This is an optimization exercise on Yosys and OpenROAD, whose aim is small area, a short achievable clock period and few clock cycles per item, not a production implementation. Only simulation tests tie the RTL to the original design; equivalence was not proved.

==> design/flow/design.v <==
module mul16(input [15:0] a, input [15:0] b, input [17:0] b3, output [15:0] hi);
	wire [16:0] b2 = {b, 1'b0};
	wire d0_1 = a[1:0] == 2'd1;
	wire d0_2 = a[1:0] == 2'd2;
	wire d0_3 = a[1:0] == 2'd3;
	wire pp1 = (d0_1 & b[0]) | (d0_2 & b2[0]) | (d0_3 & b3[0]);
	wire pp2 = (d0_1 & b[1]) | (d0_2 & b2[1]) | (d0_3 & b3[1]);
	wire pp3 = (d0_1 & b[2]) | (d0_2 & b2[2]) | (d0_3 & b3[2]);
	wire pp4 = (d0_1 & b[3]) | (d0_2 & b2[3]) | (d0_3 & b3[3]);
	wire pp5 = (d0_1 & b[4]) | (d0_2 & b2[4]) | (d0_3 & b3[4]);
	wire pp6 = (d0_1 & b[5]) | (d0_2 & b2[5]) | (d0_3 & b3[5]);
	wire pp7 = (d0_1 & b[6]) | (d0_2 & b2[6]) | (d0_3 & b3[6]);
	wire pp8 = (d0_1 & b[7]) | (d0_2 & b2[7]) | (d0_3 & b3[7]);
	wire pp9 = (d0_1 & b[8]) | (d0_2 & b2[8]) | (d0_3 & b3[8]);
	wire pp10 = (d0_1 & b[9]) | (d0_2 & b2[9]) | (d0_3 & b3[9]);
	wire pp11 = (d0_1 & b[10]) | (d0_2 & b2[10]) | (d0_3 & b3[10]);
	wire pp12 = (d0_1 & b[11]) | (d0_2 & b2[11]) | (d0_3 & b3[11]);
	wire pp13 = (d0_1 & b[12]) | (d0_2 & b2[12]) | (d0_3 & b3[12]);
	wire pp14 = (d0_1 & b[13]) | (d0_2 & b2[13]) | (d0_3 & b3[13]);
	wire pp15 = (d0_1 & b[14]) | (d0_2 & b2[14]) | (d0_3 & b3[14]);
	wire pp16 = (d0_1 & b[15]) | (d0_2 & b2[15]) | (d0_3 & b3[15]);
	wire pp17 = (d0_2 & b2[16]) | (d0_3 & b3[16]);
	wire pp18 = (d0_3 & b3[17]);
	wire d1_1 = a[3:2] == 2'd1;
	wire d1_2 = a[3:2] == 2'd2;
	wire d1_3 = a[3:2] == 2'd3;
	wire pp19 = (d1_1 & b[0]) | (d1_2 & b2[0]) | (d1_3 & b3[0]);
	wire pp20 = (d1_1 & b[1]) | (d1_2 & b2[1]) | (d1_3 & b3[1]);
	wire pp21 = (d1_1 & b[2]) | (d1_2 & b2[2]) | (d1_3 & b3[2]);
	wire pp22 = (d1_1 & b[3]) | (d1_2 & b2[3]) | (d1_3 & b3[3]);
	wire pp23 = (d1_1 & b[4]) | (d1_2 & b2[4]) | (d1_3 & b3[4]);
	wire pp24 = (d1_1 & b[5]) | (d1_2 & b2[5]) | (d1_3 & b3[5]);
	wire pp25 = (d1_1 & b[6]) | (d1_2 & b2[6]) | (d1_3 & b3[6]);
	wire pp26 = (d1_1 & b[7]) | (d1_2 & b2[7]) | (d1_3 & b3[7]);
	wire pp27 = (d1_1 & b[8]) | (d1_2 & b2[8]) | (d1_3 & b3[8]);
	wire pp28 = (d1_1 & b[9]) | (d1_2 & b2[9]) | (d1_3 & b3[9]);
	wire pp29 = (d1_1 & b[10]) | (d1_2 & b2[10]) | (d1_3 & b3[10]);
	wire pp30 = (d1_1 & b[11]) | (d1_2 & b2[11]) | (d1_3 & b3[11]);
	wire pp31 = (d1_1 & b[12]) | (d1_2 & b2[12]) | (d1_3 & b3[12]);
	wire pp32 = (d1_1 & b[13]) | (d1_2 & b2[13]) | (d1_3 & b3[13]);
	wire pp33 = (d1_1 & b[14]) | (d1_2 & b2[14]) | (d1_3 & b3[14]);
	wire pp34 = (d1_1 & b[15]) | (d1_2 & b2[15]) | (d1_3 & b3[15]);
	wire pp35 = (d1_2 & b2[16]) | (d1_3 & b3[16]);
	wire pp36 = (d1_3 & b3[17]);
	wire d2_1 = a[5:4] == 2'd1;
	wire d2_2 = a[5:4] == 2'd2;
	wire d2_3 = a[5:4] == 2'd3;
	wire pp37 = (d2_1 & b[0]) | (d2_2 & b2[0]) | (d2_3 & b3[0]);
	wire pp38 = (d2_1 & b[1]) | (d2_2 & b2[1]) | (d2_3 & b3[1]);
	wire pp39 = (d2_1 & b[2]) | (d2_2 & b2[2]) | (d2_3 & b3[2]);
	wire pp40 = (d2_1 & b[3]) | (d2_2 & b2[3]) | (d2_3 & b3[3]);
	wire pp41 = (d2_1 & b[4]) | (d2_2 & b2[4]) | (d2_3 & b3[4]);
	wire pp42 = (d2_1 & b[5]) | (d2_2 & b2[5]) | (d2_3 & b3[5]);
	wire pp43 = (d2_1 & b[6]) | (d2_2 & b2[6]) | (d2_3 & b3[6]);
	wire pp44 = (d2_1 & b[7]) | (d2_2 & b2[7]) | (d2_3 & b3[7]);
	wire pp45 = (d2_1 & b[8]) | (d2_2 & b2[8]) | (d2_3 & b3[8]);
	wire pp46 = (d2_1 & b[9]) | (d2_2 & b2[9]) | (d2_3 & b3[9]);
	wire pp47 = (d2_1 & b[10]) | (d2_2 & b2[10]) | (d2_3 & b3[10]);
	wire pp48 = (d2_1 & b[11]) | (d2_2 & b2[11]) | (d2_3 & b3[11]);
	wire pp49 = (d2_1 & b[12]) | (d2_2 & b2[12]) | (d2_3 & b3[12]);
	wire pp50 = (d2_1 & b[13]) | (d2_2 & b2[13]) | (d2_3 & b3[13]);
	wire pp51 = (d2_1 & b[14]) | (d2_2 & b2[14]) | (d2_3 & b3[14]);
	wire pp52 = (d2_1 & b[15]) | (d2_2 & b2[15]) | (d2_3 & b3[15]);
	wire pp53 = (d2_2 & b2[16]) | (d2_3 & b3[16]);
	wire pp54 = (d2_3 & b3[17]);
	wire d3_1 = a[7:6] == 2'd1;
	wire d3_2 = a[7:6] == 2'd2;
	wire d3_3 = a[7:6] == 2'd3;
	wire pp55 = (d3_1 & b[0]) | (d3_2 & b2[0]) | (d3_3 & b3[0]);
	wire pp56 = (d3_1 & b[1]) | (d3_2 & b2[1]) | (d3_3 & b3[1]);
	wire pp57 = (d3_1 & b[2]) | (d3_2 & b2[2]) | (d3_3 & b3[2]);
	wire pp58 = (d3_1 & b[3]) | (d3_2 & b2[3]) | (d3_3 & b3[3]);
	wire pp59 = (d3_1 & b[4]) | (d3_2 & b2[4]) | (d3_3 & b3[4]);
	wire pp60 = (d3_1 & b[5]) | (d3_2 & b2[5]) | (d3_3 & b3[5]);
	wire pp61 = (d3_1 & b[6]) | (d3_2 & b2[6]) | (d3_3 & b3[6]);
	wire pp62 = (d3_1 & b[7]) | (d3_2 & b2[7]) | (d3_3 & b3[7]);
	wire pp63 = (d3_1 & b[8]) | (d3_2 & b2[8]) | (d3_3 & b3[8]);
	wire pp64 = (d3_1 & b[9]) | (d3_2 & b2[9]) | (d3_3 & b3[9]);
	wire pp65 = (d3_1 & b[10]) | (d3_2 & b2[10]) | (d3_3 & b3[10]);
	wire pp66 = (d3_1 & b[11]) | (d3_2 & b2[11]) | (d3_3 & b3[11]);
	wire pp67 = (d3_1 & b[12]) | (d3_2 & b2[12]) | (d3_3 & b3[12]);
	wire pp68 = (d3_1 & b[13]) | (d3_2 & b2[13]) | (d3_3 & b3[13]);
	wire pp69 = (d3_1 & b[14]) | (d3_2 & b2[14]) | (d3_3 & b3[14]);
	wire pp70 = (d3_1 & b[15]) | (d3_2 & b2[15]) | (d3_3 & b3[15]);
	wire pp71 = (d3_2 & b2[16]) | (d3_3 & b3[16]);
	wire pp72 = (d3_3 & b3[17]);
	wire d4_1 = a[9:8] == 2'd1;
	wire d4_2 = a[9:8] == 2'd2;
	wire d4_3 = a[9:8] == 2'd3;
	wire pp73 = (d4_1 & b[0]) | (d4_2 & b2[0]) | (d4_3 & b3[0]);
	wire pp74 = (d4_1 & b[1]) | (d4_2 & b2[1]) | (d4_3 & b3[1]);
	wire pp75 = (d4_1 & b[2]) | (d4_2 & b2[2]) | (d4_3 & b3[2]);
	wire pp76 = (d4_1 & b[3]) | (d4_2 & b2[3]) | (d4_3 & b3[3]);
	wire pp77 = (d4_1 & b[4]) | (d4_2 & b2[4]) | (d4_3 & b3[4]);
	wire pp78 = (d4_1 & b[5]) | (d4_2 & b2[5]) | (d4_3 & b3[5]);
	wire pp79 = (d4_1 & b[6]) | (d4_2 & b2[6]) | (d4_3 & b3[6]);
	wire pp80 = (d4_1 & b[7]) | (d4_2 & b2[7]) | (d4_3 & b3[7]);
	wire pp81 = (d4_1 & b[8]) | (d4_2 & b2[8]) | (d4_3 & b3[8]);
	wire pp82 = (d4_1 & b[9]) | (d4_2 & b2[9]) | (d4_3 & b3[9]);
	wire pp83 = (d4_1 & b[10]) | (d4_2 & b2[10]) | (d4_3 & b3[10]);
	wire pp84 = (d4_1 & b[11]) | (d4_2 & b2[11]) | (d4_3 & b3[11]);
	wire pp85 = (d4_1 & b[12]) | (d4_2 & b2[12]) | (d4_3 & b3[12]);
	wire pp86 = (d4_1 & b[13]) | (d4_2 & b2[13]) | (d4_3 & b3[13]);
	wire pp87 = (d4_1 & b[14]) | (d4_2 & b2[14]) | (d4_3 & b3[14]);
	wire pp88 = (d4_1 & b[15]) | (d4_2 & b2[15]) | (d4_3 & b3[15]);
	wire pp89 = (d4_2 & b2[16]) | (d4_3 & b3[16]);
	wire pp90 = (d4_3 & b3[17]);
	wire d5_1 = a[11:10] == 2'd1;
	wire d5_2 = a[11:10] == 2'd2;
	wire d5_3 = a[11:10] == 2'd3;
	wire pp91 = (d5_1 & b[0]) | (d5_2 & b2[0]) | (d5_3 & b3[0]);
	wire pp92 = (d5_1 & b[1]) | (d5_2 & b2[1]) | (d5_3 & b3[1]);
	wire pp93 = (d5_1 & b[2]) | (d5_2 & b2[2]) | (d5_3 & b3[2]);
	wire pp94 = (d5_1 & b[3]) | (d5_2 & b2[3]) | (d5_3 & b3[3]);
	wire pp95 = (d5_1 & b[4]) | (d5_2 & b2[4]) | (d5_3 & b3[4]);
	wire pp96 = (d5_1 & b[5]) | (d5_2 & b2[5]) | (d5_3 & b3[5]);
	wire pp97 = (d5_1 & b[6]) | (d5_2 & b2[6]) | (d5_3 & b3[6]);
	wire pp98 = (d5_1 & b[7]) | (d5_2 & b2[7]) | (d5_3 & b3[7]);
	wire pp99 = (d5_1 & b[8]) | (d5_2 & b2[8]) | (d5_3 & b3[8]);
	wire pp100 = (d5_1 & b[9]) | (d5_2 & b2[9]) | (d5_3 & b3[9]);
	wire pp101 = (d5_1 & b[10]) | (d5_2 & b2[10]) | (d5_3 & b3[10]);
	wire pp102 = (d5_1 & b[11]) | (d5_2 & b2[11]) | (d5_3 & b3[11]);
	wire pp103 = (d5_1 & b[12]) | (d5_2 & b2[12]) | (d5_3 & b3[12]);
	wire pp104 = (d5_1 & b[13]) | (d5_2 & b2[13]) | (d5_3 & b3[13]);
	wire pp105 = (d5_1 & b[14]) | (d5_2 & b2[14]) | (d5_3 & b3[14]);
	wire pp106 = (d5_1 & b[15]) | (d5_2 & b2[15]) | (d5_3 & b3[15]);
	wire pp107 = (d5_2 & b2[16]) | (d5_3 & b3[16]);
	wire pp108 = (d5_3 & b3[17]);
	wire d6_1 = a[13:12] == 2'd1;
	wire d6_2 = a[13:12] == 2'd2;
	wire d6_3 = a[13:12] == 2'd3;
	wire pp109 = (d6_1 & b[0]) | (d6_2 & b2[0]) | (d6_3 & b3[0]);
	wire pp110 = (d6_1 & b[1]) | (d6_2 & b2[1]) | (d6_3 & b3[1]);
	wire pp111 = (d6_1 & b[2]) | (d6_2 & b2[2]) | (d6_3 & b3[2]);
	wire pp112 = (d6_1 & b[3]) | (d6_2 & b2[3]) | (d6_3 & b3[3]);
	wire pp113 = (d6_1 & b[4]) | (d6_2 & b2[4]) | (d6_3 & b3[4]);
	wire pp114 = (d6_1 & b[5]) | (d6_2 & b2[5]) | (d6_3 & b3[5]);
	wire pp115 = (d6_1 & b[6]) | (d6_2 & b2[6]) | (d6_3 & b3[6]);
	wire pp116 = (d6_1 & b[7]) | (d6_2 & b2[7]) | (d6_3 & b3[7]);
	wire pp117 = (d6_1 & b[8]) | (d6_2 & b2[8]) | (d6_3 & b3[8]);
	wire pp118 = (d6_1 & b[9]) | (d6_2 & b2[9]) | (d6_3 & b3[9]);
	wire pp119 = (d6_1 & b[10]) | (d6_2 & b2[10]) | (d6_3 & b3[10]);
	wire pp120 = (d6_1 & b[11]) | (d6_2 & b2[11]) | (d6_3 & b3[11]);
	wire pp121 = (d6_1 & b[12]) | (d6_2 & b2[12]) | (d6_3 & b3[12]);
	wire pp122 = (d6_1 & b[13]) | (d6_2 & b2[13]) | (d6_3 & b3[13]);
	wire pp123 = (d6_1 & b[14]) | (d6_2 & b2[14]) | (d6_3 & b3[14]);
	wire pp124 = (d6_1 & b[15]) | (d6_2 & b2[15]) | (d6_3 & b3[15]);
	wire pp125 = (d6_2 & b2[16]) | (d6_3 & b3[16]);
	wire pp126 = (d6_3 & b3[17]);
	wire d7_1 = a[15:14] == 2'd1;
	wire d7_2 = a[15:14] == 2'd2;
	wire d7_3 = a[15:14] == 2'd3;
	wire pp127 = (d7_1 & b[0]) | (d7_2 & b2[0]) | (d7_3 & b3[0]);
	wire pp128 = (d7_1 & b[1]) | (d7_2 & b2[1]) | (d7_3 & b3[1]);
	wire pp129 = (d7_1 & b[2]) | (d7_2 & b2[2]) | (d7_3 & b3[2]);
	wire pp130 = (d7_1 & b[3]) | (d7_2 & b2[3]) | (d7_3 & b3[3]);
	wire pp131 = (d7_1 & b[4]) | (d7_2 & b2[4]) | (d7_3 & b3[4]);
	wire pp132 = (d7_1 & b[5]) | (d7_2 & b2[5]) | (d7_3 & b3[5]);
	wire pp133 = (d7_1 & b[6]) | (d7_2 & b2[6]) | (d7_3 & b3[6]);
	wire pp134 = (d7_1 & b[7]) | (d7_2 & b2[7]) | (d7_3 & b3[7]);
	wire pp135 = (d7_1 & b[8]) | (d7_2 & b2[8]) | (d7_3 & b3[8]);
	wire pp136 = (d7_1 & b[9]) | (d7_2 & b2[9]) | (d7_3 & b3[9]);
	wire pp137 = (d7_1 & b[10]) | (d7_2 & b2[10]) | (d7_3 & b3[10]);
	wire pp138 = (d7_1 & b[11]) | (d7_2 & b2[11]) | (d7_3 & b3[11]);
	wire pp139 = (d7_1 & b[12]) | (d7_2 & b2[12]) | (d7_3 & b3[12]);
	wire pp140 = (d7_1 & b[13]) | (d7_2 & b2[13]) | (d7_3 & b3[13]);
	wire pp141 = (d7_1 & b[14]) | (d7_2 & b2[14]) | (d7_3 & b3[14]);
	wire pp142 = (d7_1 & b[15]) | (d7_2 & b2[15]) | (d7_3 & b3[15]);
	wire pp143 = (d7_2 & b2[16]) | (d7_3 & b3[16]);
	wire pp144 = (d7_3 & b3[17]);
	wire s145 = pp13 ^ pp29;
	wire c146 = pp13 & pp29;
	wire s147, c148;
	fa us147(pp14, pp30, pp46, s147, c148);
	wire s149, c150;
	fa us149(pp15, pp31, pp47, s149, c150);
	wire s151 = pp63 ^ pp79;
	wire c152 = pp63 & pp79;
	wire s153, c154;
	fa us153(pp16, pp32, pp48, s153, c154);
	wire s155, c156;
	fa us155(pp64, pp80, pp96, s155, c156);
	wire s157, c158;
	fa us157(pp17, pp33, pp49, s157, c158);
	wire s159, c160;
	fa us159(pp65, pp81, pp97, s159, c160);
	wire s161, c162;
	fa us161(pp18, pp34, pp50, s161, c162);
	wire s163, c164;
	fa us163(pp66, pp82, pp98, s163, c164);
	wire s165, c166;
	fa us165(pp35, pp51, pp67, s165, c166);
	wire s167 = pp83 ^ pp99;
	wire c168 = pp83 & pp99;
	wire s169, c170;
	fa us169(pp36, pp52, pp68, s169, c170);
	wire s171 = pp84 ^ pp100;
	wire c172 = pp84 & pp100;
	wire s173, c174;
	fa us173(pp53, pp69, pp85, s173, c174);
	wire s175 = pp54 ^ pp70;
	wire c176 = pp54 & pp70;
	wire s177 = pp9 ^ pp25;
	wire c178 = pp9 & pp25;
	wire s179, c180;
	fa us179(pp10, pp26, pp42, s179, c180);
	wire s181, c182;
	fa us181(pp11, pp27, pp43, s181, c182);
	wire s183 = pp59 ^ pp75;
	wire c184 = pp59 & pp75;
	wire s185, c186;
	fa us185(pp12, pp28, pp44, s185, c186);
	wire s187, c188;
	fa us187(pp60, pp76, pp92, s187, c188);
	wire s189, c190;
	fa us189(s145, pp45, pp61, s189, c190);
	wire s191, c192;
	fa us191(pp77, pp93, pp109, s191, c192);
	wire s193, c194;
	fa us193(c146, s147, pp62, s193, c194);
	wire s195, c196;
	fa us195(pp78, pp94, pp110, s195, c196);
	wire s197, c198;
	fa us197(c148, s149, s151, s197, c198);
	wire s199, c200;
	fa us199(pp95, pp111, pp127, s199, c200);
	wire s201, c202;
	fa us201(c150, c152, s153, s201, c202);
	wire s203, c204;
	fa us203(s155, pp112, pp128, s203, c204);
	wire s205, c206;
	fa us205(c154, c156, s157, s205, c206);
	wire s207, c208;
	fa us207(s159, pp113, pp129, s207, c208);
	wire s209, c210;
	fa us209(c158, c160, s161, s209, c210);
	wire s211, c212;
	fa us211(s163, pp114, pp130, s211, c212);
	wire s213, c214;
	fa us213(c162, c164, s165, s213, c214);
	wire s215, c216;
	fa us215(s167, pp115, pp131, s215, c216);
	wire s217, c218;
	fa us217(c166, c168, s169, s217, c218);
	wire s219, c220;
	fa us219(s171, pp116, pp132, s219, c220);
	wire s221, c222;
	fa us221(c170, c172, s173, s221, c222);
	wire s223, c224;
	fa us223(pp101, pp117, pp133, s223, c224);
	wire s225, c226;
	fa us225(c174, s175, pp86, s225, c226);
	wire s227, c228;
	fa us227(pp102, pp118, pp134, s227, c228);
	wire s229, c230;
	fa us229(c176, pp71, pp87, s229, c230);
	wire s231, c232;
	fa us231(pp103, pp119, pp135, s231, c232);
	wire s233, c234;
	fa us233(pp72, pp88, pp104, s233, c234);
	wire s235 = pp120 ^ pp136;
	wire c236 = pp120 & pp136;
	wire s237, c238;
	fa us237(pp89, pp105, pp121, s237, c238);
	wire s239 = pp90 ^ pp106;
	wire c240 = pp90 & pp106;
	wire s241 = pp7 ^ pp23;
	wire c242 = pp7 & pp23;
	wire s243, c244;
	fa us243(pp8, pp24, pp40, s243, c244);
	wire s245, c246;
	fa us245(s177, pp41, pp57, s245, c246);
	wire s247, c248;
	fa us247(c178, s179, pp58, s247, c248);
	wire s249, c250;
	fa us249(c180, s181, s183, s249, c250);
	wire s251, c252;
	fa us251(c182, c184, s185, s251, c252);
	wire s253, c254;
	fa us253(c186, c188, s189, s253, c254);
	wire s255, c256;
	fa us255(c190, c192, s193, s255, c256);
	wire s257, c258;
	fa us257(c194, c196, s197, s257, c258);
	wire s259, c260;
	fa us259(c198, c200, s201, s259, c260);
	wire s261, c262;
	fa us261(c202, c204, s205, s261, c262);
	wire s263, c264;
	fa us263(c206, c208, s209, s263, c264);
	wire s265, c266;
	fa us265(c210, c212, s213, s265, c266);
	wire s267, c268;
	fa us267(c214, c216, s217, s267, c268);
	wire s269, c270;
	fa us269(c218, c220, s221, s269, c270);
	wire s271, c272;
	fa us271(c222, c224, s225, s271, c272);
	wire s273, c274;
	fa us273(c226, c228, s229, s273, c274);
	wire s275, c276;
	fa us275(c230, c232, s233, s275, c276);
	wire s277, c278;
	fa us277(c234, c236, s237, s277, c278);
	wire s279, c280;
	fa us279(c238, s239, pp122, s279, c280);
	wire s281, c282;
	fa us281(c240, pp107, pp123, s281, c282);
	wire s283 = pp108 ^ pp124;
	wire c284 = pp108 & pp124;
	wire s285 = pp5 ^ pp21;
	wire c286 = pp5 & pp21;
	wire s287, c288;
	fa us287(pp6, pp22, pp38, s287, c288);
	wire s289, c290;
	fa us289(s241, pp39, pp55, s289, c290);
	wire s291, c292;
	fa us291(c242, s243, pp56, s291, c292);
	wire s293, c294;
	fa us293(c244, s245, pp73, s293, c294);
	wire s295, c296;
	fa us295(c246, s247, pp74, s295, c296);
	wire s297, c298;
	fa us297(c248, s249, pp91, s297, c298);
	wire s299, c300;
	fa us299(c250, s251, s187, s299, c300);
	wire s301, c302;
	fa us301(c252, s253, s191, s301, c302);
	wire s303, c304;
	fa us303(c254, s255, s195, s303, c304);
	wire s305, c306;
	fa us305(c256, s257, s199, s305, c306);
	wire s307, c308;
	fa us307(c258, s259, s203, s307, c308);
	wire s309, c310;
	fa us309(c260, s261, s207, s309, c310);
	wire s311, c312;
	fa us311(c262, s263, s211, s311, c312);
	wire s313, c314;
	fa us313(c264, s265, s215, s313, c314);
	wire s315, c316;
	fa us315(c266, s267, s219, s315, c316);
	wire s317, c318;
	fa us317(c268, s269, s223, s317, c318);
	wire s319, c320;
	fa us319(c270, s271, s227, s319, c320);
	wire s321, c322;
	fa us321(c272, s273, s231, s321, c322);
	wire s323, c324;
	fa us323(c274, s275, s235, s323, c324);
	wire s325, c326;
	fa us325(c276, s277, pp137, s325, c326);
	wire s327, c328;
	fa us327(c278, s279, pp138, s327, c328);
	wire s329, c330;
	fa us329(c280, s281, pp139, s329, c330);
	wire s331, c332;
	fa us331(c282, s283, pp140, s331, c332);
	wire s333, c334;
	fa us333(c284, pp125, pp141, s333, c334);
	wire s335 = pp126 ^ pp142;
	wire c336 = pp126 & pp142;
	wire [31:0] ra = {pp144, c336, c334, c332, c330, c328, c326, c324, c322, c320, c318, c316, c314, c312, c310, c308, c306, c304, c302, c300, c298, c296, c294, c292, c290, c288, c286, s285, pp4, pp3, pp2, pp1};
	wire [31:0] rb = {1'b0, pp143, s335, s333, s331, s329, s327, s325, s323, s321, s319, s317, s315, s313, s311, s309, s307, s305, s303, s301, s299, s297, s295, s293, s291, s289, s287, pp37, pp20, pp19, 1'b0, 1'b0};
	wire [31:0] pp_ = ra ^ rb;
	wire [31:0] gg_ = ra & rb;
	wire G1 = gg_[1] | (pp_[1] & gg_[0]);
	wire P1 = pp_[1] & pp_[0];
	wire G2 = gg_[3] | (pp_[3] & gg_[2]);
	wire P2 = pp_[3] & pp_[2];
	wire G3 = gg_[5] | (pp_[5] & gg_[4]);
	wire P3 = pp_[5] & pp_[4];
	wire G4 = gg_[7] | (pp_[7] & gg_[6]);
	wire P4 = pp_[7] & pp_[6];
	wire G5 = gg_[9] | (pp_[9] & gg_[8]);
	wire P5 = pp_[9] & pp_[8];
	wire G6 = gg_[11] | (pp_[11] & gg_[10]);
	wire P6 = pp_[11] & pp_[10];
	wire G7 = gg_[13] | (pp_[13] & gg_[12]);
	wire P7 = pp_[13] & pp_[12];
	wire G8 = gg_[15] | (pp_[15] & gg_[14]);
	wire P8 = pp_[15] & pp_[14];
	wire G9 = gg_[17] | (pp_[17] & gg_[16]);
	wire P9 = pp_[17] & pp_[16];
	wire G10 = gg_[19] | (pp_[19] & gg_[18]);
	wire P10 = pp_[19] & pp_[18];
	wire G11 = gg_[21] | (pp_[21] & gg_[20]);
	wire P11 = pp_[21] & pp_[20];
	wire G12 = gg_[23] | (pp_[23] & gg_[22]);
	wire P12 = pp_[23] & pp_[22];
	wire G13 = gg_[25] | (pp_[25] & gg_[24]);
	wire P13 = pp_[25] & pp_[24];
	wire G14 = gg_[27] | (pp_[27] & gg_[26]);
	wire P14 = pp_[27] & pp_[26];
	wire G15 = gg_[29] | (pp_[29] & gg_[28]);
	wire P15 = pp_[29] & pp_[28];
	wire G16 = gg_[31] | (pp_[31] & gg_[30]);
	wire P16 = pp_[31] & pp_[30];
	wire G17 = G2 | (P2 & G1);
	wire P17 = P2 & P1;
	wire G18 = G4 | (P4 & G3);
	wire P18 = P4 & P3;
	wire G19 = G6 | (P6 & G5);
	wire P19 = P6 & P5;
	wire G20 = G8 | (P8 & G7);
	wire P20 = P8 & P7;
	wire G21 = G10 | (P10 & G9);
	wire P21 = P10 & P9;
	wire G22 = G12 | (P12 & G11);
	wire P22 = P12 & P11;
	wire G23 = G14 | (P14 & G13);
	wire P23 = P14 & P13;
	wire G24 = G16 | (P16 & G15);
	wire P24 = P16 & P15;
	wire G25 = G18 | (P18 & G17);
	wire P25 = P18 & P17;
	wire G26 = G20 | (P20 & G19);
	wire P26 = P20 & P19;
	wire G27 = G22 | (P22 & G21);
	wire P27 = P22 & P21;
	wire G28 = G24 | (P24 & G23);
	wire P28 = P24 & P23;
	wire G29 = G26 | (P26 & G25);
	wire P29 = P26 & P25;
	wire G30 = G28 | (P28 & G27);
	wire P30 = P28 & P27;
	wire G31 = G30 | (P30 & G29);
	wire P31 = P30 & P29;
	wire G32 = G27 | (P27 & G29);
	wire P32 = P27 & P29;
	wire G33 = G19 | (P19 & G25);
	wire P33 = P19 & P25;
	wire G34 = G21 | (P21 & G29);
	wire P34 = P21 & P29;
	wire G35 = G23 | (P23 & G32);
	wire P35 = P23 & P32;
	wire G36 = G3 | (P3 & G17);
	wire P36 = P3 & P17;
	wire G37 = G5 | (P5 & G25);
	wire P37 = P5 & P25;
	wire G38 = G7 | (P7 & G33);
	wire P38 = P7 & P33;
	wire G39 = G9 | (P9 & G29);
	wire P39 = P9 & P29;
	wire G40 = G11 | (P11 & G34);
	wire P40 = P11 & P34;
	wire G41 = G13 | (P13 & G32);
	wire P41 = P13 & P32;
	wire G42 = G15 | (P15 & G35);
	wire P42 = P15 & P35;
	wire G43 = gg_[2] | (pp_[2] & G1);
	wire P43 = pp_[2] & P1;
	wire G44 = gg_[4] | (pp_[4] & G17);
	wire P44 = pp_[4] & P17;
	wire G45 = gg_[6] | (pp_[6] & G36);
	wire P45 = pp_[6] & P36;
	wire G46 = gg_[8] | (pp_[8] & G25);
	wire P46 = pp_[8] & P25;
	wire G47 = gg_[10] | (pp_[10] & G37);
	wire P47 = pp_[10] & P37;
	wire G48 = gg_[12] | (pp_[12] & G33);
	wire P48 = pp_[12] & P33;
	wire G49 = gg_[14] | (pp_[14] & G38);
	wire P49 = pp_[14] & P38;
	wire G50 = gg_[16] | (pp_[16] & G29);
	wire P50 = pp_[16] & P29;
	wire G51 = gg_[18] | (pp_[18] & G39);
	wire P51 = pp_[18] & P39;
	wire G52 = gg_[20] | (pp_[20] & G34);
	wire P52 = pp_[20] & P34;
	wire G53 = gg_[22] | (pp_[22] & G40);
	wire P53 = pp_[22] & P40;
	wire G54 = gg_[24] | (pp_[24] & G32);
	wire P54 = pp_[24] & P32;
	wire G55 = gg_[26] | (pp_[26] & G41);
	wire P55 = pp_[26] & P41;
	wire G56 = gg_[28] | (pp_[28] & G35);
	wire P56 = pp_[28] & P35;
	wire G57 = gg_[30] | (pp_[30] & G42);
	wire P57 = pp_[30] & P42;
	assign hi = pp_[31:16] ^ {G57, G42, G56, G35, G55, G41, G54, G32, G53, G40, G52, G34, G51, G39, G50, G29};
endmodule
module fa(input a, b, c, output s, co);
	assign s = a ^ b ^ c;
	assign co = (a & b) | (a & c) | (b & c);
endmodule
module exponential(input clk, rst, start, input [15:0] _x, output done,
                   output [1:0] intpart, output [15:0] fracpart);
	reg [3:0] st;           
	reg idle;               
	reg sh0, sh1, sh2;      
	reg term;               
	reg [15:0] b, t;
	reg [17:0] b3;          
	reg [17:0] r;
	reg [6:0] u6;            
	wire go = idle & start;
	wire [3:0] nst = go ? 4'd1 : (idle | st == 4'd9) ? 4'd0 : st + 4'd1;
	always @(posedge clk or posedge rst) begin
		if (rst) begin
			st   <= 4'd0;
			idle <= 1'b1;
			sh0  <= 1'b0;
			sh1  <= 1'b0;
			sh2  <= 1'b0;
		end else begin
			st   <= nst;
			idle <= (nst == 4'd0);
			sh0  <= (nst != 4'd0) & (nst != 4'd1) & (nst != 4'd4);
			sh1  <= (nst == 4'd1);                                
			sh2  <= (nst == 4'd4);                                
		end
	end
	always @(posedge clk) begin
		term <= (nst == 4'd1) | (nst == 4'd2) | (nst == 4'd4) |
		        (nst == 4'd5) | (nst == 4'd7) | (nst == 4'd9);  
	end
	reg [15:0] bn;
	always @(*) begin
		case (nst)
			4'd3:    bn = 16'h5555;
			4'd6:    bn = 16'h3333;
			4'd8:    bn = 16'h2AAA;
			default: bn = _x;
		endcase
	end
	wire [17:0] x3_a = {2'b00, _x};
	wire [17:0] x3_b = {1'b0, _x, 1'b0};
	wire [17:0] x3_p = x3_a ^ x3_b;
	wire [17:0] x3_g = x3_a & x3_b;
	wire x3_G1 = x3_g[1] | (x3_p[1] & x3_g[0]);
	wire x3_P1 = x3_p[1] & x3_p[0];
	wire x3_G2 = x3_g[3] | (x3_p[3] & x3_g[2]);
	wire x3_P2 = x3_p[3] & x3_p[2];
	wire x3_G3 = x3_g[5] | (x3_p[5] & x3_g[4]);
	wire x3_P3 = x3_p[5] & x3_p[4];
	wire x3_G4 = x3_g[7] | (x3_p[7] & x3_g[6]);
	wire x3_P4 = x3_p[7] & x3_p[6];
	wire x3_G5 = x3_g[9] | (x3_p[9] & x3_g[8]);
	wire x3_P5 = x3_p[9] & x3_p[8];
	wire x3_G6 = x3_g[11] | (x3_p[11] & x3_g[10]);
	wire x3_P6 = x3_p[11] & x3_p[10];
	wire x3_G7 = x3_g[13] | (x3_p[13] & x3_g[12]);
	wire x3_P7 = x3_p[13] & x3_p[12];
	wire x3_G8 = x3_g[15] | (x3_p[15] & x3_g[14]);
	wire x3_P8 = x3_p[15] & x3_p[14];
	wire x3_G9 = x3_g[17] | (x3_p[17] & x3_g[16]);
	wire x3_P9 = x3_p[17] & x3_p[16];
	wire x3_G10 = x3_G2 | (x3_P2 & x3_G1);
	wire x3_P10 = x3_P2 & x3_P1;
	wire x3_G11 = x3_G4 | (x3_P4 & x3_G3);
	wire x3_P11 = x3_P4 & x3_P3;
	wire x3_G12 = x3_G6 | (x3_P6 & x3_G5);
	wire x3_P12 = x3_P6 & x3_P5;
	wire x3_G13 = x3_G8 | (x3_P8 & x3_G7);
	wire x3_P13 = x3_P8 & x3_P7;
	wire x3_G14 = x3_G11 | (x3_P11 & x3_G10);
	wire x3_P14 = x3_P11 & x3_P10;
	wire x3_G15 = x3_G13 | (x3_P13 & x3_G12);
	wire x3_P15 = x3_P13 & x3_P12;
	wire x3_G16 = x3_G15 | (x3_P15 & x3_G14);
	wire x3_P16 = x3_P15 & x3_P14;
	wire x3_G17 = x3_G12 | (x3_P12 & x3_G14);
	wire x3_P17 = x3_P12 & x3_P14;
	wire x3_G18 = x3_G3 | (x3_P3 & x3_G10);
	wire x3_P18 = x3_P3 & x3_P10;
	wire x3_G19 = x3_G5 | (x3_P5 & x3_G14);
	wire x3_P19 = x3_P5 & x3_P14;
	wire x3_G20 = x3_G7 | (x3_P7 & x3_G17);
	wire x3_P20 = x3_P7 & x3_P17;
	wire x3_G21 = x3_G9 | (x3_P9 & x3_G16);
	wire x3_P21 = x3_P9 & x3_P16;
	wire x3_G22 = x3_g[2] | (x3_p[2] & x3_G1);
	wire x3_P22 = x3_p[2] & x3_P1;
	wire x3_G23 = x3_g[4] | (x3_p[4] & x3_G10);
	wire x3_P23 = x3_p[4] & x3_P10;
	wire x3_G24 = x3_g[6] | (x3_p[6] & x3_G18);
	wire x3_P24 = x3_p[6] & x3_P18;
	wire x3_G25 = x3_g[8] | (x3_p[8] & x3_G14);
	wire x3_P25 = x3_p[8] & x3_P14;
	wire x3_G26 = x3_g[10] | (x3_p[10] & x3_G19);
	wire x3_P26 = x3_p[10] & x3_P19;
	wire x3_G27 = x3_g[12] | (x3_p[12] & x3_G17);
	wire x3_P27 = x3_p[12] & x3_P17;
	wire x3_G28 = x3_g[14] | (x3_p[14] & x3_G20);
	wire x3_P28 = x3_p[14] & x3_P20;
	wire x3_G29 = x3_g[16] | (x3_p[16] & x3_G16);
	wire x3_P29 = x3_p[16] & x3_P16;
	wire [17:0] x3 = x3_p ^ {x3_G29, x3_G16, x3_G28, x3_G20, x3_G27, x3_G17, x3_G26, x3_G19, x3_G25, x3_G14, x3_G24, x3_G18, x3_G23, x3_G10, x3_G22, x3_G1, x3_g[0], 1'b0};
	reg [17:0] bn3;
	always @(*) begin
		case (nst)
			4'd3:    bn3 = 18'h0FFFF;    
			4'd6:    bn3 = 18'h09999;    
			4'd8:    bn3 = 18'h07FFE;    
			default: bn3 = x3;
		endcase
	end
	always @(posedge clk)
		b3 <= bn3;
	wire [15:0] ph;                      
	mul16 mul(.a(t), .b(b), .b3(b3), .hi(ph));
	wire [15:0] tn = ({16{sh0}} & ph) | ({16{sh1}} & {1'b0, ph[15:1]}) |
	                 ({16{sh2}} & {2'b00, ph[15:2]}) | ({16{idle}} & t1);
	wire [15:0] t1;
	assign t1[0] = ~g_dec[16].z & _x[0];
	genvar k;
	generate
		for (k = 1; k <= 16; k = k + 1) begin : g_dec
			wire z;
			if (k == 1) begin : g_first
				assign z = 1'b1;
			end else begin : g_next
				assign z = g_dec[k-1].z & ~_x[k-1];
			end
		end
		for (k = 1; k <= 15; k = k + 1) begin : g_t1
			assign t1[k] = ~g_dec[16].z & (_x[k] ^ g_dec[k].z);
		end
	endgenerate
	reg [3:0] t7;
	always @(*) begin
		if (u6 >= 7'd85) t7 = 4'd12;
		else if (u6 >= 7'd78) t7 = 4'd11;
		else if (u6 >= 7'd71) t7 = 4'd10;
		else if (u6 >= 7'd64) t7 = 4'd9;
		else if (u6 >= 7'd57) t7 = 4'd8;
		else if (u6 >= 7'd50) t7 = 4'd7;
		else if (u6 >= 7'd43) t7 = 4'd6;
		else if (u6 >= 7'd36) t7 = 4'd5;
		else if (u6 >= 7'd29) t7 = 4'd4;
		else if (u6 >= 7'd22) t7 = 4'd3;
		else if (u6 >= 7'd15) t7 = 4'd2;
		else if (u6 >= 7'd8) t7 = 4'd1;
		else t7 = 4'd0;
	end
	reg t8;
	wire [15:0] addb = idle ? {12'd0, t7} : t;
	wire cin = idle & t8;
	wire [18:0] ra_a = {r, cin};
	wire [18:0] ra_b = {2'b00, addb, cin};
	wire [18:0] ra_p = ra_a ^ ra_b;
	wire [18:0] ra_g = ra_a & ra_b;
	wire ra_G1 = ra_g[1] | (ra_p[1] & ra_g[0]);
	wire ra_P1 = ra_p[1] & ra_p[0];
	wire ra_G2 = ra_g[3] | (ra_p[3] & ra_g[2]);
	wire ra_P2 = ra_p[3] & ra_p[2];
	wire ra_G3 = ra_g[5] | (ra_p[5] & ra_g[4]);
	wire ra_P3 = ra_p[5] & ra_p[4];
	wire ra_G4 = ra_g[7] | (ra_p[7] & ra_g[6]);
	wire ra_P4 = ra_p[7] & ra_p[6];
	wire ra_G5 = ra_g[9] | (ra_p[9] & ra_g[8]);
	wire ra_P5 = ra_p[9] & ra_p[8];
	wire ra_G6 = ra_g[11] | (ra_p[11] & ra_g[10]);
	wire ra_P6 = ra_p[11] & ra_p[10];
	wire ra_G7 = ra_g[13] | (ra_p[13] & ra_g[12]);
	wire ra_P7 = ra_p[13] & ra_p[12];
	wire ra_G8 = ra_g[15] | (ra_p[15] & ra_g[14]);
	wire ra_P8 = ra_p[15] & ra_p[14];
	wire ra_G9 = ra_g[17] | (ra_p[17] & ra_g[16]);
	wire ra_P9 = ra_p[17] & ra_p[16];
	wire ra_G10 = ra_G2 | (ra_P2 & ra_G1);
	wire ra_P10 = ra_P2 & ra_P1;
	wire ra_G11 = ra_G4 | (ra_P4 & ra_G3);
	wire ra_P11 = ra_P4 & ra_P3;
	wire ra_G12 = ra_G6 | (ra_P6 & ra_G5);
	wire ra_P12 = ra_P6 & ra_P5;
	wire ra_G13 = ra_G8 | (ra_P8 & ra_G7);
	wire ra_P13 = ra_P8 & ra_P7;
	wire ra_G14 = ra_G11 | (ra_P11 & ra_G10);
	wire ra_P14 = ra_P11 & ra_P10;
	wire ra_G15 = ra_G13 | (ra_P13 & ra_G12);
	wire ra_P15 = ra_P13 & ra_P12;
	wire ra_G16 = ra_G15 | (ra_P15 & ra_G14);
	wire ra_P16 = ra_P15 & ra_P14;
	wire ra_G17 = ra_G12 | (ra_P12 & ra_G14);
	wire ra_P17 = ra_P12 & ra_P14;
	wire ra_G18 = ra_G3 | (ra_P3 & ra_G10);
	wire ra_P18 = ra_P3 & ra_P10;
	wire ra_G19 = ra_G5 | (ra_P5 & ra_G14);
	wire ra_P19 = ra_P5 & ra_P14;
	wire ra_G20 = ra_G7 | (ra_P7 & ra_G17);
	wire ra_P20 = ra_P7 & ra_P17;
	wire ra_G21 = ra_G9 | (ra_P9 & ra_G16);
	wire ra_P21 = ra_P9 & ra_P16;
	wire ra_G22 = ra_g[2] | (ra_p[2] & ra_G1);
	wire ra_P22 = ra_p[2] & ra_P1;
	wire ra_G23 = ra_g[4] | (ra_p[4] & ra_G10);
	wire ra_P23 = ra_p[4] & ra_P10;
	wire ra_G24 = ra_g[6] | (ra_p[6] & ra_G18);
	wire ra_P24 = ra_p[6] & ra_P18;
	wire ra_G25 = ra_g[8] | (ra_p[8] & ra_G14);
	wire ra_P25 = ra_p[8] & ra_P14;
	wire ra_G26 = ra_g[10] | (ra_p[10] & ra_G19);
	wire ra_P26 = ra_p[10] & ra_P19;
	wire ra_G27 = ra_g[12] | (ra_p[12] & ra_G17);
	wire ra_P27 = ra_p[12] & ra_P17;
	wire ra_G28 = ra_g[14] | (ra_p[14] & ra_G20);
	wire ra_P28 = ra_p[14] & ra_P20;
	wire ra_G29 = ra_g[16] | (ra_p[16] & ra_G16);
	wire ra_P29 = ra_p[16] & ra_P16;
	wire ra_G30 = ra_g[18] | (ra_p[18] & ra_G21);
	wire ra_P30 = ra_p[18] & ra_P21;
	wire [18:0] rs0 = ra_p ^ {ra_G21, ra_G29, ra_G16, ra_G28, ra_G20, ra_G27, ra_G17, ra_G26, ra_G19, ra_G25, ra_G14, ra_G24, ra_G18, ra_G23, ra_G10, ra_G22, ra_G1, ra_g[0], 1'b0};
	wire [17:0] racc = rs0[18:1];
	always @(posedge clk) begin
		b <= bn;
		t <= tn;                     
		if (st == 4'd9) begin        
			u6 <= ph[6:0];           
			t8 <= b >= 16'd62481;    
		end
		if (go)
			r <= 18'h0FFFF;
		else if (term)
			r <= racc;
	end
	assign done = idle;
	assign {intpart, fracpart} = racc;
endmodule
==> design/flow/constraint.sdc <==
create_clock -name core_clock -period 9.0 [get_ports {clk}]
set_input_delay 1.8000 -clock core_clock [delete_from_list [all_inputs] [get_ports {clk}]]
set_output_delay 1.8000 -clock core_clock [all_outputs]
set_load 0.01 [all_outputs]
==> design/flow/run.sh <==
#!/bin/bash
# synth_recipe.tcl (not shown) runs the flow's synth.tcl, then flattens the netlist and writes it again
# the make line also repeats each setting of config.mk as NAME=value (left out here)
make -C /OpenROAD-flow-scripts/flow DESIGN_CONFIG=/design/flow/config.mk WORK_HOME=/design/flow/orfs CLKGATE_MAP_FILE= SYNTH_SCRIPT=/design/flow/synth_recipe.tcl finish
==> design/flow/config.mk <==
export PLATFORM = sky130hd
export DESIGN_NAME = exponential
export DESIGN_NICKNAME = exponential
export VERILOG_FILES = /design/flow/design.v
export SDC_FILE = /design/flow/constraint.sdc
export NUM_CORES = 4
export LEC_CHECK = 0
export ABC_AREA = 1
export CAP_MARGIN = 20
export CORE_MARGIN = 2
export CORE_UTILIZATION = 40
export CTS_BUF_LIST = sky130_fd_sc_hd__clkbuf_4 sky130_fd_sc_hd__clkbuf_8
export PLACE_DENSITY = 0.6
export SETUP_SLACK_MARGIN = 3.5
export SLEW_MARGIN = 20
export SYNTH_HIERARCHICAL = 1
export SYNTH_MINIMUM_KEEP_SIZE = 0
==> results of run 1 <==
what timing repair did:
action,in CTS,in global routing
endpoints found under the setup margin,20,31
pin swaps,1,10
resized for setup,23,68
setup buffers,8,6
Yosys stat by module, one instance, submodules excluded:
module / copies in the design / area [µm²] / cells
fa: 83 / 20.02 / 1
mul16: 1 / 3146 / 508
exponential: 1 / 4861 / 582
critical path, delay by kind of cell, from the launching register on:
family	cells	cell delay [ns]
adders and majority gates	2	0.75
and+or+nand+nor	7	0.69
AOI/OAI and AO/OA	4	0.69
DFF	1	0.46
buffers and inverters	2	0.43
xor gates and xnor gates	1	0.20
state kept, by name, summed over array words and instances, names as in the netlist:
register and count:
b3 18, r 18, t 16, b 15, u6 7, st 4, idle 1, sh0 1
sh1 1, sh2 1, t8 1, term 1
through the flow:
step | hold slack, ns | utilization [%]
final | 0.4884 | 45.91
after floorplan | 0.4475 | -
after global placement | 0.4639 | 43.56
after global routing | 0.5234 | 45.91
after detailed placement | 0.4645 | 43.56
after CTS | 0.4882 | 44.81
cell usage in the layout (no fill, tap or decap), types with 9 or more instances in the layout:
master / netlist / layout
a21oi_1: 36 / 35
buf_4: 0 / 20
clkbuf_8: 0 / 10
clkdlybuf4s50_1: 0 / 26
dfxtp_1: 68 / 54
dfxtp_2: 0 / 13
fa_1: 107 / 105
ha_1: 85 / 85
inv_1: 126 / 121
inv_2: 5 / 9
nand2_1: 313 / 302
nand2_2: 12 / 18
nand3_1: 31 / 29
nor2_1: 57 / 55
o2111ai_1: 14 / 12
o21ai_0: 31 / 26
o221ai_1: 118 / 115
final timing paths:
kind / start / endpoint / slack [ns] / depth (start not counted)
min: r[6] / r[6] / 0.49 / 2
max in group asynchronous: rst / idle / 7.03 / 2
max: u6[3] / fracpart[10] / 3.64 / 16
min reg2reg: r[6] / r[6] / 0.49 / 2
min in group asynchronous: rst / st[3] / 1.67 / 2
max reg2reg: t[3] / t[11] / 3.69 / 23
logic make-up (layout without fill, tap and decap cells):
kind of cell / Yosys count / count (layout)
AOI/OAI and AO/OA: 238 / 238
buffers and inverters: 189 / 214
DFF: 84 / 84
adders and majority gates: 192 / 192
xor gates and xnor gates: 24 / 24
and+or+nand+nor: 446 / 446
metal layers:
| metal | vias up | global-route usage [%] | wire length [µm] |
|---|---|---|---|
| met5 | - | 0 | 0 |
| met4 | 0 | 7.397 | 937 |
| met3 | 71 | 3.985 | 2525 |
| met2 | 461 | 40.52 | 14760 |
| met1 | 4233 | 33.86 | 13410 |
| li1 | 4075 | - | - |
area by class of cell:
class | count | area (µm²) | area share (%)
inverters | 138 | 539.3 | 4.974
multi-input cells | 900 | 7315 | 67.47
clock buffers | 11 | 145.1 | 1.339
clock inverters | 5 | 61.31 | 0.5655
well taps | 319 | 399.1 | 3.681
flip-flops and latches | 84 | 1827 | 16.85
repair buffers | 60 | 555.5 | 5.124
==> flow_metrics.env, run 1 <==
export IMPL_synth_seq_cells=84
export IMPL_finalCriticalPeriod_ns=5.364
export IMPL_synth_fa_ha_area_share_pct=33.16
export IMPL_numCtsBuffers=9
export IMPL_critPathMaxFanout=4
export IMPL_dp_worst_setup_slack_ns=3.029
export IMPL_cpPeakStageDelay_ns=0.46
export IMPL_synth_top_area_share_pct=22.16
export IMPL_synth_cells=1173
export IMPL_drt_wirelength_per_cell_um=20.85
export IMPL_cp_required_ns=7.20
export IMPL_clockRootBuffer="clkbuf_8"
export IMPL_synth_warning_count=7
export IMPL_tns_ns=0
export IMPL_synth_top_family_by_area="adder cells"
export IMPL_drc=0
export IMPL_drv_cap=0
export IMPL_setup_violations=0
export IMPL_io_pins=38
export IMPL_layout_nets=1404
export IMPL_path_cells="buf_4, nand2_1, nor2_1, nor3_1, o21ai_0, a21boi_0, o21ai_1, ha_1, nand3_2, nand3_2, nand2_2, nand2_1, a31o_2, fa_1, xor2_2, clkdlybuf4s15_1"
export IMPL_hold_violations=0
export IMPL_h_tree_depth=3
export IMPL_grt_max_degree=21
export IMPL_avgViaCountPerCell=5.827
export IMPL_diodes=0
export IMPL_synth_edf_count=8
export IMPL_cp_slowest_cell="edfxtp_1"
export IMPL_worst_pin_slew_ns=0.8232
export IMPL_drtPass1Iterations=6
export IMPL_max_freq_ghz=0.1864
export IMPL_post_synth_top_count_cell="nand2_1"
export IMPL_yosys_cell_types_count=54
export IMPL_synth_nets=1384
export IMPL_crit_arrival_ns=3.56
export IMPL_final_cell_area_um2=10840
export IMPL_crit_path_start_kind="flip-flop"
export IMPL_synth_common_cells="nand2_1 (313), inv_1 (126), o221ai_1 (118), fa_1 (107), ha_1 (85)"
export IMPL_place_congestion=0.9320
export IMPL_syn_to_final_growth_pct=12.14
export IMPL_insertion_delay_ns=0.37
export IMPL_synth_simple_area_share_pct=19.75
export IMPL_cts_tree="yes"
export IMPL_die_height_um=159.5
export IMPL_wl_mm=31.64
export IMPL_drive_gt1_share_pct=12.10
export IMPL_antenna_found_initial=0
export IMPL_fillers=2351
export IMPL_finalCritPeriodShare_pct=59.61
export IMPL_initial_core_util_pct=40.94
export IMPL_layout_cells_non_filler=1517
export IMPL_status="no timing/DRC/antenna violations"
export IMPL_final_antenna_net_count=0
export IMPL_vias=8840
export IMPL_dp_cells=1487
export IMPL_post_dp_cell_area_um2=10290
export IMPL_grt_overflow=0
export IMPL_grt_pass1_vias=8642
export IMPL_synth_area_leader_cell="fa_1"
export IMPL_synth_xor_area_share_pct=2.174
export IMPL_hp_class="flip-flop to flip-flop"
export IMPL_synth_flop_cell="dfxtp_1"
export IMPL_slew_headroom_pct=44.99
export IMPL_dpl_hpwl_mm=24.02
export IMPL_finClkSkew_ns=0.01532
export IMPL_grt_pass1_wl_mm=49.74
export IMPL_synth_seq_area_share_pct=18.65
export IMPL_portBuffers=37
export IMPL_die_area_um2=25430
export IMPL_grt_usage_pct=24.80
export IMPL_synth_compound_area_share_pct=18.47
export IMPL_clkSlewWorstSetupHoldPaths_ns=0.09
export IMPL_clkSinkCount=84
export IMPL_core_area_um2=23610
export IMPL_hold_buffers=0
export IMPL_synth_area_top_cells="fa_1 (22%), dfxtp_1 (14%), nand2_1 (12%)"
export IMPL_rows=56
export IMPL_crit_path_end_kind="output pin"
export IMPL_worst_slack_ns=3.636
export IMPL_crit_type="flip-flop to output pin"
export IMPL_avgSynthCellArea_um2=8.242
export IMPL_rsz0062_at_grt="yes"
export IMPL_die_width_um=159.5
export IMPL_syn_area_um2=9668
export IMPL_slew_viol_final=0
export IMPL_drtIter0Drc=985
export IMPL_async_flop_share_pct=9.524
export IMPL_synthMuxAreaShare_pct=0
export IMPL_cts_buffer_depth=2
Testbench counts, summed over its fixed seeds: cycles 12,006, items 1,200.
==> run 2: changes to the inputs <==
--- a/design/flow/config.mk
+++ b/design/flow/config.mk
@@ -13,3 +13,3 @@
 export PLACE_DENSITY = 0.6
-export SETUP_SLACK_MARGIN = 3.5
+export SETUP_SLACK_MARGIN = 3.25
 export SLEW_MARGIN = 20
==> flow_metrics.env, run 2 <==
export IMPL_status="no timing/DRC/antenna violations"
export IMPL_die_height_um=159.5
export IMPL_crit_path_start_kind="input port"
export IMPL_crit_path_end_kind="flip-flop"
export IMPL_diodes=0
export IMPL_final_cell_area_um2=10650
export IMPL_cts_tree="yes"
export IMPL_synth_edf_count=8
export IMPL_grt_pass1_wl_mm=49.68
export IMPL_cp_required_ns=9.21
export IMPL_cpPeakStageDelay_ns=0.62
export IMPL_drt_wirelength_per_cell_um=20.60
export IMPL_die_area_um2=25430
export IMPL_initial_core_util_pct=40.94
export IMPL_crit_type="input port to flip-flop"
export IMPL_syn_to_final_growth_pct=10.13
export IMPL_synth_seq_area_share_pct=18.65
export IMPL_finClkSkew_ns=0.01277
export IMPL_h_tree_depth=3
export IMPL_vias=8812
export IMPL_crit_arrival_ns=5.87
export IMPL_critPathMaxFanout=15
export IMPL_yosys_cell_types_count=54
export IMPL_drive_gt1_share_pct=8.878
export IMPL_numCtsBuffers=9
export IMPL_avgViaCountPerCell=5.824
export IMPL_clkSlewWorstSetupHoldPaths_ns=0.09
export IMPL_synth_common_cells="nand2_1 (313), inv_1 (126), o221ai_1 (118), fa_1 (107), ha_1 (85)"
export IMPL_crit_family="adder cells"
export IMPL_grt_max_degree=21
export IMPL_clockRootBuffer="clkbuf_8"
export IMPL_synth_top_area_share_pct=22.16
export IMPL_grt_overflow=0
export IMPL_io_pins=38
export IMPL_clkSinkCount=84
export IMPL_synth_area_leader_cell="fa_1"
export IMPL_layout_nets=1400
export IMPL_dpl_hpwl_mm=24.02
export IMPL_rsz0062_at_grt="yes"
export IMPL_synth_nets=1384
export IMPL_final_common_cell="nand2_1"
export IMPL_syn_area_um2=9668
export IMPL_antenna_found_initial=0
export IMPL_setup_violations=0
export IMPL_drv_cap=0
export IMPL_insertion_delay_ns=0.37
export IMPL_cp_slowest_cell="o2111ai_1"
export IMPL_synth_flop_cell="dfxtp_1"
export IMPL_async_flop_share_pct=9.524
export IMPL_grt_pass1_vias=8601
export IMPL_synth_warning_count=7
export IMPL_drc=0
export IMPL_slew_headroom_pct=45.46
export IMPL_max_freq_ghz=0.1765
export IMPL_portBuffers=37
export IMPL_post_synth_top_count_cell="nand2_1"
export IMPL_drtIter0Drc=1190
export IMPL_drtPass1Iterations=6
export IMPL_tns_ns=0
export IMPL_cts_buffer_depth=2
export IMPL_grt_usage_pct=24.74
export IMPL_crit_top_cell="ha_1"
export IMPL_reg_top3="b3 x18, r x18, t x16"
export IMPL_post_dp_cell_area_um2=10290
export IMPL_worst_pin_slew_ns=0.8162
export IMPL_wl_mm=31.17
export IMPL_hold_violations=0
export IMPL_finalCritPeriodShare_pct=62.95
export IMPL_rows=56
export IMPL_synth_seq_cells=84
export IMPL_place_congestion=0.9320
export IMPL_cp_num_buf_inv=3
export IMPL_synth_cells=1173
export IMPL_core_area_um2=23610
export IMPL_hold_buffers=0
export IMPL_hp_class="flip-flop to flip-flop"
export IMPL_slew_viol_final=0
export IMPL_avgSynthCellArea_um2=8.242
export IMPL_final_antenna_net_count=0
export IMPL_fin_util_pct=45.09
export IMPL_final_cell_mix="nand2_1 (307), inv_1 (123), o221ai_1 (118)"
export IMPL_finalCriticalPeriod_ns=5.666
export IMPL_path_cells="clkdlybuf4s50_1, inv_1, ha_1, ha_1, ha_1, ha_1, ha_1, ha_1, ha_1, ha_1, ha_1, ha_1, ha_1, ha_1, inv_1, nor2_1, nand2_1, nand2_1, o2111ai_1"
export IMPL_synth_area_top_cells="fa_1 (22%), dfxtp_1 (14%), nand2_1 (12%)"
export IMPL_die_width_um=159.5
[run 2: cell counts after synthesis]
No cell type changed its count.
[run 2: cell type report]
class,instances,area [µm²]
clock buffers,11,145.1
repair buffers,56,520.5
fillers,2381,12960
flip-flops and latches,84,1813
multi-input cells,900,7169
inverters,138,539.3
well taps,319,399.1
clock inverters,5,61.31
[run 2: worst paths after layout]
kind                          to  slack (ns)  cells after the start  start
hold / removal              r[6]        0.49                      2   r[6]
max in group asynchronous   idle        7.04                      2    rst
min in group asynchronous  st[3]        1.67                      2    rst
setup / recovery            t[7]        3.33                     19  _x[1]
hold reg to reg             r[6]        0.49                      2   r[6]
setup reg to reg            t[7]        3.41                     20  b[11]
[run 2: modules after synthesis (local to each module, per instance)]
module,cells inside,area (µm²)
exponential,582,4861
mul16,508,3146
fa,1,20.02
[run 2: timing repair]
| item | 4_1_cts | 5_1_grt |
|---|---|---|
| setup endpoints to repair | 5 | 25 |
| gates resized for setup | 8 | 30 |
| endpoints found under the hold margin | 0 | 0 |
| pin swaps | 1 | 1 |
| setup buffers | 6 | 4 |
[run 2: per-stage QoR]
| stage | std cells | hold slack (ns) | worst slack (ns) |
|---|---|---|---|
| after CTS | 1509 | 0.4882 | 3.256 |
| after floorplan | 1173 | 0.4475 | 4.081 |
| final | 1513 | 0.4870 | 3.334 |
| after detailed placement | 1487 | 0.4645 | 3.029 |
| after global routing | 1513 | 0.5234 | 3.110 |
| after global placement | 1487 | 0.4639 | 3.019 |
[run 2: cells by family after synthesis]
kind of cell | after synthesis | share of synthesized area, %
AOI/OAI and AO/OA | 238 | 18.47
xor gates and xnor gates | 24 | 2.174
adders and majority gates | 192 | 33.16
buffers and inverters | 189 | 7.804
DFF | 84 | 18.65
and+or+nand+nor | 446 | 19.75
[run 2: metal layers]
layer / global-route usage, % / share of wire [%]
met5: 0 / 0
met4: 6.983 / 2.6
met3: 3.933 / 7.9
met2: 40.46 / 47
met1: 33.95 / 43
[run 2: worst min-delay path: stages, from the launching register on]
cell and delay [ns]:
dfxtp_1 0.34, a21oi_1 0.07, nand2_1 0.05
==> run 3: changes to the inputs <==
--- a/design/flow/design.v
+++ b/design/flow/design.v
@@ -709,3 +709,3 @@
 		if (st == 4'd9) begin        
-			u6 <= ph[6:0];           
+			u6 <= tn[6:0];           
 			t8 <= b >= 16'd62481;    
--- a/design/flow/config.mk
+++ b/design/flow/config.mk
@@ -12,4 +12,6 @@
 export CTS_BUF_LIST = sky130_fd_sc_hd__clkbuf_4 sky130_fd_sc_hd__clkbuf_8
+export CTS_CLUSTER_DIAMETER = 120
+export CTS_CLUSTER_SIZE = 40
 export PLACE_DENSITY = 0.6
-export SETUP_SLACK_MARGIN = 3.25
+export SETUP_SLACK_MARGIN = 3.5
 export SLEW_MARGIN = 20
==> flow_metrics.env, run 3 <==
export IMPL_status="no timing/DRC/antenna violations"
export IMPL_synthMuxAreaShare_pct=0
export IMPL_hold_path_depth=2
export IMPL_syn_to_final_growth_pct=11.74
export IMPL_numCtsBuffers=9
export IMPL_hp_class="flip-flop to flip-flop"
export IMPL_crit_start="u6[6]"
export IMPL_layout_cells_non_filler=1519
export IMPL_drtIter0Drc=918
export IMPL_clkSlewWorstSetupHoldPaths_ns=0.08
export IMPL_drive_gt1_share_pct=12.08
export IMPL_synth_simple_area_share_pct=19.75
export IMPL_synth_edf_count=8
export IMPL_portBuffers=37
export IMPL_die_width_um=159.5
export IMPL_r2r_setup_slack_ns=3.71
export IMPL_vias=8912
export IMPL_clockRootBuffer="clkbuf_8"
export IMPL_grt_pass1_vias=8655
export IMPL_max_freq_ghz=0.1861
export IMPL_regToRegEndpoint="u6[6]"
export IMPL_cp_required_ns=7.20
export IMPL_hold_end="r[6]"
export IMPL_wl_mm=30.96
export IMPL_place_congestion=0.9216
export IMPL_dpl_hpwl_mm=23.75
export IMPL_clkSinkCount=84
export IMPL_grt_overflow=0
export IMPL_setup_violations=0
export IMPL_cts_tree="yes"
export IMPL_worst_slack_ns=3.628
export IMPL_grt_pass1_wl_mm=48.62
export IMPL_synth_seq_area_share_pct=18.65
export IMPL_core_area_um2=23610
export IMPL_synth_seq_cells=84
export IMPL_synth_flop_cell="dfxtp_1"
export IMPL_tns_ns=0
export IMPL_synth_top_area_share_pct=22.16
export IMPL_synth_warning_count=7
export IMPL_final_common_cell="nand2_1"
export IMPL_post_dp_cell_area_um2=10260
export IMPL_synth_area_leader_cell="fa_1"
export IMPL_rows=56
export IMPL_grt_max_degree=21
export IMPL_synth_common_cells="nand2_1 (313), inv_1 (126), o221ai_1 (118), fa_1 (107), ha_1 (85)"
export IMPL_synth_area_top_cells="fa_1 (22%), dfxtp_1 (14%), nand2_1 (12%)"
export IMPL_slew_viol_final=0
export IMPL_final_cell_mix="nand2_1 (299), inv_1 (123), o221ai_1 (112)"
export IMPL_h_tree_depth=3
export IMPL_timing_rr_start="t[3]"
export IMPL_synth_top_family_by_area="adder cells"
export IMPL_drv_cap=0
export IMPL_rsz0062_at_grt="yes"
export IMPL_grt_usage_pct=24.16
export IMPL_crit_path_end_kind="output pin"
export IMPL_antenna_found_initial=0
export IMPL_die_height_um=159.5
export IMPL_fin_util_pct=45.75
export IMPL_finalCriticalPeriod_ns=5.372
export IMPL_io_pins=38
export IMPL_crit_type="flip-flop to output pin"
export IMPL_reg2reg_depth=22
export IMPL_syn_area_um2=9668
export IMPL_initial_core_util_pct=40.94
export IMPL_post_synth_top_count_cell="nand2_1"
export IMPL_finClkSkew_ns=0.01400
export IMPL_hold_ws_ns=0.4830
export IMPL_final_antenna_net_count=0
export IMPL_synth_cells=1173
export IMPL_dp_worst_setup_slack_ns=3.140
export IMPL_drt_wirelength_per_cell_um=20.38
export IMPL_crit_path_start_kind="flip-flop"
export IMPL_final_cell_area_um2=10800
export IMPL_fillers=2365
export IMPL_crit_arrival_ns=3.57
export IMPL_cts_buffer_depth=2
export IMPL_worst_pin_slew_ns=0.7651
export IMPL_yosys_cell_types_count=54
export IMPL_drtPass1Iterations=5
export IMPL_insertion_delay_ns=0.37
export IMPL_synth_xor_area_share_pct=2.174
export IMPL_hold_violations=0
export IMPL_synth_fa_ha_area_share_pct=33.16
export IMPL_dp_cells=1484
export IMPL_hold_buffers=0
export IMPL_min_from="r[6]"
export IMPL_reg_top3="b3 x18, r x18, t x16"
export IMPL_drc=0
export IMPL_diodes=0
export IMPL_synth_compound_area_share_pct=18.47
export IMPL_die_area_um2=25430
export IMPL_synth_nets=1384
export IMPL_avgSynthCellArea_um2=8.242
export IMPL_finalCritPeriodShare_pct=59.69
export IMPL_async_flop_share_pct=9.524
export IMPL_layout_nets=1406
export IMPL_avgViaCountPerCell=5.867
export IMPL_slew_headroom_pct=48.92
export IMPL_critPathMaxFanout=4
run 3: cell families (layout without fill, tap and decap cells):
| group | count (synthesis) | after routing |
|---|---|---|
| AND/OR/NAND/NOR | 446 | 446 |
| buffers and inverters | 189 | 216 |
| XOR/XNOR | 24 | 24 |
| flip-flops | 84 | 84 |
| AO/OA/AOI/OAI | 238 | 238 |
| adder cells (fa/ha/maj) | 192 | 192 |
run 3: worst max-delay path, cell delays in order, from the launching register on:
cell and delay, ns:
edfxtp_1 0.52, nor2_4 0.19, inv_2 0.07, a21oi_1 0.11, nand2_1 0.06, nand2_1 0.06
nand2_1 0.05, nand2_1 0.06, nand2_1 0.05, nand2_1 0.06, nand2_1 0.04, nand2_1 0.06
nand2_1 0.07, fa_2 0.37, nand3_2 0.10, nand3_2 0.08, nand2_2 0.08, a21oi_1 0.06
or2_4 0.24, a31o_2 0.22, fa_2 0.35, xor2_1 0.16, buf_2 0.16
run 3: Yosys stat by module (local to each module, per instance):
module	cells inside	flops+latches
exponential	582	84
fa	1	0
mul16	508	0
run 3: how the worst max path moves through the flow:
stage	endpoint	slack [ns]	cells after the start
after floorplan	u6[5]	4.07	22
after global placement	fracpart[14]	3.14	21
after detailed placement	u6[2]	3.14	19
after CTS	fracpart[14]	3.35	22
after global routing	fracpart[14]	3.33	22
final	fracpart[14]	3.63	22
run 3: metal layers:
metal	wire (µm)	global-route usage, %	part of all wire, %	up-vias
li1	-	-	-	4082
met3	2439	4.454	7.9	95
met4	1264	9.339	4.1	0
met5	0	0	0	-
met1	12820	31.41	41	4303
met2	14440	39.91	47	432
run 3: repair_timing:
item / CTS / global route
pin swaps: 4 / 10
endpoints found under the setup margin: 32 / 38
buffers inserted: 7 / 12
resized for setup: 22 / 73
run 3: final cells by class:
cell class | instances | area, µm² | share of cell area (%)
Inverter | 138 | 539.3 | 4.992
Sequential cell | 84 | 1822 | 16.86
Tap cell | 319 | 399.1 | 3.695
Clock buffer | 12 | 146.4 | 1.355
Multi-Input combinational cell | 900 | 7297 | 67.55
Clock inverter | 4 | 25.02 | 0.2316
Timing Repair Buffer | 62 | 574.3 | 5.316
Testbench counts of run 3, summed over its fixed seeds: cycles 12,006, items 1,200.

-- afterwards: timing with drivers on the ports --
In the flow no input, the clock included, has a driving cell. The finished layouts below were timed again as built, in two steps. Step 1, drivers: a clkbuf_16 drives clk and a buf_2 each remaining input, both assumed. Step 2, shift: input delay + t, output delay - t, t = (earliest + latest rising clock arrival at the registers) / 2. This alone moves slack from input paths to output paths. a / b / c = ideal ports / drivers / drivers and shift; a / b = the first two.
run	t, ns	setup slack, ns	worst setup path after step 2	latest minus earliest clock arrival (ns)	worst data-port slew with drivers (ns)
run 1	0.404	3.636 / 3.594 / 3.299	input to register	0.015 / 0.016	0.04
run 2	0.400	3.334 / 3.348 / 2.948	input to register	0.013 / 0.013	0.04
run 3	0.398	3.628 / 3.593 / 3.274	input to register	0.014 / 0.014	0.04
After both steps setup and hold are still met in every run listed. For run 2, which loses most, drivers alone change the setup slack by +0.014 ns; drivers and shift together by -0.386 ns.
